Context: an optimization exercise on an open-source flow, tuned for small area. The choices shown serve that exercise and are no tape-out recipe.
At most, simulation tests tie the RTL to the original design; equivalence was not proved.
Power is estimated from default activity; no workload was simulated.

==> job 809 <==
==> flow/design.v (excerpt) <==
module uart_secded_top (
  input        clk,
  input        reset_n,              
  input        trans,
  input  [7:0] bus_data_in,
  output       tx,
  output [2:0] tx_status,            
  output       wait_request_write,
  input        rx,
  input        read_en,
  output [2:0] rx_status,            
  output       wait_request_read,
  output [9:0] rx_dout,              
  output       rx_valid              
);
==> flow/config.mk <==
export PLATFORM = sky130hd
export DESIGN_NAME = uart_secded_top
export DESIGN_NICKNAME = uart_secded_top
export VERILOG_FILES = /design/flow/design.v
export SDC_FILE = /design/flow/constraint.sdc
export NUM_CORES = 4
export LEC_CHECK = 0
export CAP_MARGIN = 20
export CORE_MARGIN = 2
export CORE_UTILIZATION = 40
export SLEW_MARGIN = 20
==> flow/constraint.sdc <==
create_clock -name core_clock -period 20.0 [get_ports {clk}]
set_input_delay 4.0000 -clock core_clock [delete_from_list [all_inputs] [get_ports {clk}]]
set_output_delay 4.0000 -clock core_clock [all_outputs]
set_load 0.01 [all_outputs]
run.sh (not shown) runs the stock make flow with config.mk's settings and CLKGATE_MAP_FILE= SYNTH_SCRIPT=/design/flow/synth_recipe.tcl, a recipe that flattens the netlist after the stock synthesis.
==> inputs of job 7224, as changes to job 809 <==
--- a/flow/design.v
+++ b/flow/design.v
@@ -852,67 +852,68 @@
       wn <= take & hol;
       if (tick) twr <= trans & ~tx_full;
       if (take) hol <= ~hol;
     end
   always @(posedge clk)
     if (take) nib <= hol ? bus_data_in[7:4] : bus_data_in[3:0];
   assign wait_request_write = (trans & ~wn) | tx_full;
-  reg [3:0] tmem [0:15];
-  reg [3:0] twp, trp;
-  reg       tfull, tempty;
-  wire      twe = twr & (~tfull | tx_done);
+  reg [63:0] tr;
+  reg [3:0]  twp, trp;
+  reg        tfull, tempty;
+  wire       tpush = twr & (~tfull | tx_done);
+  wire       tpop  = tx_done & ~tempty;
+  wire       tins  = tpush & (twp == 4'd15);
   always @(posedge clk)
-    if (tick & twe) tmem[twp] <= nib;
+    tr <= {tr[59:0], tins ? nib : tr[63:60]};
   always @(posedge clk or negedge reset_n)
     if (!reset_n) begin
       twp <= 4'd0; trp <= 4'd0; tfull <= 1'b0; tempty <= 1'b1;
-    end else if (tick) begin
-      case ({twr, tx_done})
-        2'b01: if (~tempty) begin
-                 trp <= trp + 4'd1; tfull <= 1'b0;
-                 if (trp + 4'd1 == twp) tempty <= 1'b1;
-               end
-        2'b10: if (~tfull) begin
-                 twp <= twp + 4'd1; tempty <= 1'b0;
-                 if (twp + 4'd1 == trp) tfull <= 1'b1;
-               end
-        2'b11: begin
-                 twp <= twp + 4'd1;
-                 if (tempty) tempty <= 1'b0;
-                 else        trp <= trp + 4'd1;
-               end
-        default: ;
-      endcase
+    end else begin
+      twp <= twp + {2'd0, tick & tpush, ~(tick & tpush)};
+      trp <= trp + {2'd0, tick & tpop,  ~(tick & tpop)};
+      if (tick) begin
+        if (tpush & ~tpop) begin
+          tempty <= 1'b0;
+          tfull  <= (twp + 4'd1 == trp);
+        end
+        if (tpop & ~tpush) begin
+          tfull  <= 1'b0;
+          tempty <= (trp + 4'd1 == twp);
+        end
+      end
     end
   assign tx_full  = tfull;
   assign tx_empty = tempty;
   localparam [1:0] IDLE = 2'b00, START = 2'b01, DATA = 2'b10, STOP = 2'b11;
   reg [1:0] ts;
   reg [4:0] tsc;
   reg [3:0] tbc;
   reg       txr;
-  wire [3:0] hd = tmem[trp];
+  reg       txbit;
+  wire [3:0] hd = tr[63:60];
   wire [7:0] code = {hd[0] ^ hd[1] ^ hd[2], hd[3], hd[2], hd[1],
                      hd[1] ^ hd[2] ^ hd[3], hd[0],
                      hd[0] ^ hd[2] ^ hd[3], hd[0] ^ hd[1] ^ hd[3]};
   wire       tend = (ts == STOP) ? (tsc == 5'd31) : (tsc[3:0] == 4'd15);
   assign tx_done = (ts == STOP) & (tsc == 5'd31);
+  always @(posedge clk)
+    if ((ts == DATA) & (trp == 4'd15)) txbit <= code[tbc[2:0] - 3'd1];
   always @(posedge clk or negedge reset_n)
     if (!reset_n) begin
       ts <= IDLE; tsc <= 5'd0; tbc <= 4'd0; txr <= 1'b1;
     end else if (tick) begin
       case (ts)
         IDLE:  if (~tempty) ts <= START;
         START: begin
                  txr <= 1'b0;
                  if (tend) begin tsc <= 5'd0; tbc <= tbc + 4'd1; ts <= DATA; end
                  else tsc <= tsc + 5'd1;
                end
         DATA:  begin
-                 txr <= code[tbc[2:0] - 3'd1];
+                 txr <= txbit;
                  if (tend) begin
                    tsc <= 5'd0;
                    if (tbc == 4'd8) begin tbc <= 4'd0; ts <= STOP; end
                    else tbc <= tbc + 4'd1;
                  end else tsc <= tsc + 5'd1;
                end
         STOP:  begin
@@ -927,30 +928,32 @@
   reg [1:0] rs;
   reg [3:0] rsc;
   reg [3:0] rbc;
   reg [7:0] rsh;
   wire      rx_done = (rs == STOP) & (rsc == 4'd15);
   always @(posedge clk or negedge reset_n)
     if (!reset_n) begin
-      rs <= IDLE; rsc <= 4'd0; rbc <= 4'd0; rsh <= 8'd0;
+      rs <= IDLE; rsc <= 4'd0; rbc <= 4'd0;
     end else if (tick) begin
       case (rs)
         IDLE:  if (~rx) rs <= START;
         START: if (rx) begin rsc <= 4'd0; rs <= IDLE; end
                else if (rsc == 4'd7) begin rsc <= 4'd0; rs <= DATA; end
                else rsc <= rsc + 4'd1;
         DATA:  if (rsc == 4'd15) begin
                  rsc <= 4'd0;
                  if (rbc == 4'd8) begin rbc <= 4'd0; rs <= STOP; end
-                 else begin rbc <= rbc + 4'd1; rsh <= {rx, rsh[7:1]}; end
+                 else rbc <= rbc + 4'd1;
                end else rsc <= rsc + 4'd1;
         STOP:  if (rsc == 4'd15) begin rsc <= 4'd0; rs <= IDLE; end
                else rsc <= rsc + 4'd1;
       endcase
     end
+  always @(posedge clk)
+    if (tick & (rs == DATA) & (rsc == 4'd15) & (rbc != 4'd8)) rsh <= {rx, rsh[7:1]};
   wire s0 = rsh[0] ^ rsh[2] ^ rsh[4] ^ rsh[6];
   wire s1 = rsh[1] ^ rsh[2] ^ rsh[5] ^ rsh[6];
   wire s2 = rsh[3] ^ rsh[4] ^ rsh[5] ^ rsh[6];
   wire [2:0] syn = {s2, s1, s0};
   wire par = ^rsh;
   wire de  = (syn != 3'd0) & ~par;
   wire ec  = par;
@@ -979,37 +982,52 @@
     if (!reset_n) begin
       rlatch <= 1'b0; wreq <= 1'b0;
     end else begin
       rlatch <= ~tick & (read_en | rlatch);
       wreq   <= rlatch;
     end
   assign wait_request_read = read_en & wreq;
-  reg [9:0] omem [0:15];
-  reg [3:0] owp, orp;
-  reg       ofull, oempty;
-  wire      owe = join_ok & (~ofull | wreq);
+  reg [139:0] orr;
+  reg [9:0]   hd_q, nx_q;
+  reg [4:0]   ocnt;            
+  reg [3:0]   rwp, rrp;        
+  reg         nfetch, opend;
+  wire        ofull  = ocnt[4];
+  wire        oempty = (ocnt == 5'd0);
+  wire        opush  = join_ok & (~ofull | wreq);
+  wire        opop   = wreq & ~oempty;
+  wire        c0     = oempty;
+  wire        c1     = (ocnt == 5'd1);
+  wire        c2     = (ocnt == 5'd2);
+  wire        rpush  = opush & ~c0 & ~c1 & ~(c2 & opop);
+  wire        fetch  = nfetch & (rrp == 4'd13);
+  wire        oins   = (join_ok & ~ofull & (rwp == 4'd13)) | (opend & (rwp == 4'd0));
   always @(posedge clk)
-    if (tick & owe) omem[owp] <= wdata;
+    orr <= {orr[129:0], oins ? wdata : orr[139:130]};
+  always @(posedge clk) begin
+    if (tick & (c0 & opush | c1 & opush & opop)) hd_q <= wdata;
+    else if (tick & opop & ~c1)                  hd_q <= nx_q;
+    if (tick & opush & (c1 & ~opop | c2 & opop)) nx_q <= wdata;
+    else if (fetch)                              nx_q <= orr[139:130];
+  end
+  function [3:0] inc14(input [3:0] p, input two);
+    case (p)
+      4'd12:   inc14 = two ? 4'd0 : 4'd13;
+      4'd13:   inc14 = two ? 4'd1 : 4'd0;
+      default: inc14 = p + (two ? 4'd2 : 4'd1);
+    endcase
+  endfunction
   always @(posedge clk or negedge reset_n)
     if (!reset_n) begin
-      owp <= 4'd0; orp <= 4'd0; ofull <= 1'b0; oempty <= 1'b1;
-    end else if (tick) begin
-      case ({join_ok, wreq})
-        2'b01: if (~oempty) begin
-                 orp <= orp + 4'd1; ofull <= 1'b0;
-                 if (orp + 4'd1 == owp) oempty <= 1'b1;
-               end
-        2'b10: if (~ofull) begin
-                 owp <= owp + 4'd1; oempty <= 1'b0;
-                 if (owp + 4'd1 == orp) ofull <= 1'b1;
-               end
-        2'b11: begin
-                 owp <= owp + 4'd1;
-                 if (oempty) oempty <= 1'b0;
-                 else        orp <= orp + 4'd1;
-               end
-        default: ;
-      endcase
+      ocnt <= 5'd0; rwp <= 4'd0; rrp <= 4'd0; nfetch <= 1'b0; opend <= 1'b0;
+    end else begin
+      rwp <= inc14(rwp, tick & rpush);
+      rrp <= inc14(rrp, fetch);
+      if (tick & opop & (opush ? ~c0 & ~c1 & ~c2 : ~c0 & ~c1 & ~c2)) nfetch <= 1'b1;
+      else if (fetch)                                 nfetch <= 1'b0;
+      if (tick & join_ok & ofull & wreq) opend <= 1'b1;
+      else if (rwp == 4'd0)              opend <= 1'b0;
+      if (tick) ocnt <= ocnt + {4'd0, opush & ~opop} - {4'd0, opop & ~opush};
     end
-  assign rx_dout  = omem[orp];
+  assign rx_dout  = hd_q;
   assign rx_valid = ~oempty;
 endmodule
==> inputs of job 8643, as changes to job 809 <==
--- a/flow/design.v
+++ b/flow/design.v
@@ -852,67 +852,68 @@
       wn <= take & hol;
       if (tick) twr <= trans & ~tx_full;
       if (take) hol <= ~hol;
     end
   always @(posedge clk)
     if (take) nib <= hol ? bus_data_in[7:4] : bus_data_in[3:0];
   assign wait_request_write = (trans & ~wn) | tx_full;
-  reg [3:0] tmem [0:15];
-  reg [3:0] twp, trp;
-  reg       tfull, tempty;
-  wire      twe = twr & (~tfull | tx_done);
+  reg [63:0] tr;
+  reg [3:0]  twp, trp;
+  reg        tfull, tempty;
+  wire       tpush = twr & (~tfull | tx_done);
+  wire       tpop  = tx_done & ~tempty;
+  wire       tins  = tpush & (twp == 4'd15);
   always @(posedge clk)
-    if (tick & twe) tmem[twp] <= nib;
+    tr <= {tr[59:0], tins ? nib : tr[63:60]};
   always @(posedge clk or negedge reset_n)
     if (!reset_n) begin
       twp <= 4'd0; trp <= 4'd0; tfull <= 1'b0; tempty <= 1'b1;
-    end else if (tick) begin
-      case ({twr, tx_done})
-        2'b01: if (~tempty) begin
-                 trp <= trp + 4'd1; tfull <= 1'b0;
-                 if (trp + 4'd1 == twp) tempty <= 1'b1;
-               end
-        2'b10: if (~tfull) begin
-                 twp <= twp + 4'd1; tempty <= 1'b0;
-                 if (twp + 4'd1 == trp) tfull <= 1'b1;
-               end
-        2'b11: begin
-                 twp <= twp + 4'd1;
-                 if (tempty) tempty <= 1'b0;
-                 else        trp <= trp + 4'd1;
-               end
-        default: ;
-      endcase
+    end else begin
+      twp <= twp + {2'd0, tick & tpush, ~(tick & tpush)};
+      trp <= trp + {2'd0, tick & tpop,  ~(tick & tpop)};
+      if (tick) begin
+        if (tpush & ~tpop) begin
+          tempty <= 1'b0;
+          tfull  <= (twp + 4'd1 == trp);
+        end
+        if (tpop & ~tpush) begin
+          tfull  <= 1'b0;
+          tempty <= (trp + 4'd1 == twp);
+        end
+      end
     end
   assign tx_full  = tfull;
   assign tx_empty = tempty;
   localparam [1:0] IDLE = 2'b00, START = 2'b01, DATA = 2'b10, STOP = 2'b11;
   reg [1:0] ts;
   reg [4:0] tsc;
   reg [3:0] tbc;
   reg       txr;
-  wire [3:0] hd = tmem[trp];
+  reg       txbit;
+  wire [3:0] hd = tr[63:60];
   wire [7:0] code = {hd[0] ^ hd[1] ^ hd[2], hd[3], hd[2], hd[1],
                      hd[1] ^ hd[2] ^ hd[3], hd[0],
                      hd[0] ^ hd[2] ^ hd[3], hd[0] ^ hd[1] ^ hd[3]};
   wire       tend = (ts == STOP) ? (tsc == 5'd31) : (tsc[3:0] == 4'd15);
   assign tx_done = (ts == STOP) & (tsc == 5'd31);
+  always @(posedge clk)
+    if ((ts == DATA) & (trp == 4'd15)) txbit <= code[tbc[2:0] - 3'd1];
   always @(posedge clk or negedge reset_n)
     if (!reset_n) begin
       ts <= IDLE; tsc <= 5'd0; tbc <= 4'd0; txr <= 1'b1;
     end else if (tick) begin
       case (ts)
         IDLE:  if (~tempty) ts <= START;
         START: begin
                  txr <= 1'b0;
                  if (tend) begin tsc <= 5'd0; tbc <= tbc + 4'd1; ts <= DATA; end
                  else tsc <= tsc + 5'd1;
                end
         DATA:  begin
-                 txr <= code[tbc[2:0] - 3'd1];
+                 txr <= txbit;
                  if (tend) begin
                    tsc <= 5'd0;
                    if (tbc == 4'd8) begin tbc <= 4'd0; ts <= STOP; end
                    else tbc <= tbc + 4'd1;
                  end else tsc <= tsc + 5'd1;
                end
         STOP:  begin
@@ -927,30 +928,32 @@
   reg [1:0] rs;
   reg [3:0] rsc;
   reg [3:0] rbc;
   reg [7:0] rsh;
   wire      rx_done = (rs == STOP) & (rsc == 4'd15);
   always @(posedge clk or negedge reset_n)
     if (!reset_n) begin
-      rs <= IDLE; rsc <= 4'd0; rbc <= 4'd0; rsh <= 8'd0;
+      rs <= IDLE; rsc <= 4'd0; rbc <= 4'd0;
     end else if (tick) begin
       case (rs)
         IDLE:  if (~rx) rs <= START;
         START: if (rx) begin rsc <= 4'd0; rs <= IDLE; end
                else if (rsc == 4'd7) begin rsc <= 4'd0; rs <= DATA; end
                else rsc <= rsc + 4'd1;
         DATA:  if (rsc == 4'd15) begin
                  rsc <= 4'd0;
                  if (rbc == 4'd8) begin rbc <= 4'd0; rs <= STOP; end
-                 else begin rbc <= rbc + 4'd1; rsh <= {rx, rsh[7:1]}; end
+                 else rbc <= rbc + 4'd1;
                end else rsc <= rsc + 4'd1;
         STOP:  if (rsc == 4'd15) begin rsc <= 4'd0; rs <= IDLE; end
                else rsc <= rsc + 4'd1;
       endcase
     end
+  always @(posedge clk)
+    if (tick & (rs == DATA) & (rsc == 4'd15) & (rbc != 4'd8)) rsh <= {rx, rsh[7:1]};
   wire s0 = rsh[0] ^ rsh[2] ^ rsh[4] ^ rsh[6];
   wire s1 = rsh[1] ^ rsh[2] ^ rsh[5] ^ rsh[6];
   wire s2 = rsh[3] ^ rsh[4] ^ rsh[5] ^ rsh[6];
   wire [2:0] syn = {s2, s1, s0};
   wire par = ^rsh;
   wire de  = (syn != 3'd0) & ~par;
   wire ec  = par;
@@ -979,37 +982,37 @@
     if (!reset_n) begin
       rlatch <= 1'b0; wreq <= 1'b0;
     end else begin
       rlatch <= ~tick & (read_en | rlatch);
       wreq   <= rlatch;
     end
   assign wait_request_read = read_en & wreq;
-  reg [9:0] omem [0:15];
-  reg [3:0] owp, orp;
-  reg       ofull, oempty;
-  wire      owe = join_ok & (~ofull | wreq);
+  reg [159:0] orr;
+  reg [3:0]   owp, orp;
+  reg         ofull, oempty, opend;
+  wire        opush = join_ok & (~ofull | wreq);
+  wire        opop  = wreq & ~oempty;
+  wire        oins  = (join_ok & ~ofull & (owp == 4'd15)) | (opend & (owp == 4'd0));
   always @(posedge clk)
-    if (tick & owe) omem[owp] <= wdata;
+    orr <= {orr[149:0], oins ? wdata : orr[159:150]};
   always @(posedge clk or negedge reset_n)
     if (!reset_n) begin
-      owp <= 4'd0; orp <= 4'd0; ofull <= 1'b0; oempty <= 1'b1;
-    end else if (tick) begin
-      case ({join_ok, wreq})
-        2'b01: if (~oempty) begin
-                 orp <= orp + 4'd1; ofull <= 1'b0;
-                 if (orp + 4'd1 == owp) oempty <= 1'b1;
-               end
-        2'b10: if (~ofull) begin
-                 owp <= owp + 4'd1; oempty <= 1'b0;
-                 if (owp + 4'd1 == orp) ofull <= 1'b1;
-               end
-        2'b11: begin
-                 owp <= owp + 4'd1;
-                 if (oempty) oempty <= 1'b0;
-                 else        orp <= orp + 4'd1;
-               end
-        default: ;
-      endcase
+      owp <= 4'd0; orp <= 4'd0; ofull <= 1'b0; oempty <= 1'b1; opend <= 1'b0;
+    end else begin
+      owp <= owp + {2'd0, tick & opush, ~(tick & opush)};
+      orp <= orp + {2'd0, tick & opop,  ~(tick & opop)};
+      if (tick & join_ok & ofull & wreq) opend <= 1'b1;
+      else if (owp == 4'd0)              opend <= 1'b0;
+      if (tick) begin
+        if (opush & ~opop) begin
+          oempty <= 1'b0;
+          ofull  <= (owp + 4'd1 == orp);
+        end
+        if (opop & ~opush) begin
+          ofull  <= 1'b0;
+          oempty <= (orp + 4'd1 == owp);
+        end
+      end
     end
-  assign rx_dout  = omem[orp];
+  assign rx_dout  = orr[orp * 10 +: 10];
   assign rx_valid = ~oempty;
 endmodule
==> comparison <==
Job 7224 ran to the end with no violations. Job 809 went through all stages and came out clean. Job 8643 completed with no timing, DRC or antenna violations. Worst setup slack: job 7224 is better than job 809 (17 ps). Against job 809, the sequential cell count of job 8643 is higher by 2. Clock skew, highest first: job 7224, job 809, job 8643. The highest final area belongs to job 809, the lowest to job 7224. Register-to-register slack, highest first: job 8643, job 7224, job 809. The highest fmax belongs to job 8643, the lowest to job 809. Of job 809 and job 8643, job 809 has the higher routed wire length (gap about 44%, measured against job 8643). In job 8643 the synthesized area is larger than in job 7224, by about 2.3%.
==> figures <==
| quantity | job 809 | job 8643 | job 7224 |
|---|---|---|---|
| Outcome | timing/DRC/antenna clean | timing/DRC/antenna clean | timing/DRC/antenna clean |
| Final Skew | 23.6 ps | 13.4 ps | 25.0 ps |
| Ratio of routed vias to standard cells | 5.25 | 4.83 | 4.59 |
| Top power group | the clock network | registers | registers |
| Clk power | 667 uW | 578 uW | 546 uW |
| Worst Hold Launch | rlatch$_DFF_PN0_ | tr[13]$_DFF_P_ | orr[57]$_DFF_P_ |
| Number of sequential storage elements | 297 | 299 | 303 |
| Non-clock buffer total of the final layout | 48 | 35 | 34 |
| First DRT Iteration DRCs | 492 | 244 | 274 |
| Commonest non-fill, non-tap cell in the layout | edfxtp_1 | dfxtp_1 | dfxtp_1 |
| Post-Syn Nets | 819 | 772 | 802 |
| Total wire length | 24.0 mm | 16.7 mm | 14.6 mm |
| Met1 Wirelength | 11.2 mm | 8.02 mm | 7.32 mm |
| H-tree levels | 2 | 1 | 1 |
| Headroom to the max-slew limit | 0.369 | 0.341 | 0.339 |
| Post-synthesis instance area | 12900 um2 | 10100 um2 | 9880 um2 |
| Final critical-path share of the clock period | 0.461 | 0.456 | 0.460 |
| Post-Synth Simple-Gate Area | 0.0690 | 0.0666 | 0.0756 |
Function not checked in job 7224: the RTL went through the layout flow alone.

afterwards: timing with drivers on the ports:
No port has a modelled driver above. Below, the same layouts with a new extraction and two added sets of constraints.
Step 1: set_driving_cell puts a clkbuf_16 on clk and a buf_2 on each other input, an assumption about the parent block.
Step 2 times the ports against the registers' clock, not the clock port: input delays grow and output delays shrink by t, the midpoint of the rising clock arrivals with the driver on.
Slacks: ideal ports / drivers / drivers and shift; pairs: ideal ports / drivers.
run | shift t [ns] | setup WS [ns] | clock arrival spread, ns
job 809 | 0.551 | 10.780 / 10.757 / 10.757 | 0.023 / 0.023
job 7224 | 0.570 | 10.797 / 10.742 / 10.742 | 0.026 / 0.026
job 8643 | 0.591 | 10.876 / 10.853 / 10.853 | 0.014 / 0.015
After both steps every run listed still meets setup and hold. For job 7224, which loses most, drivers alone change the setup slack by -0.055 ns; drivers and shift together by -0.055 ns.
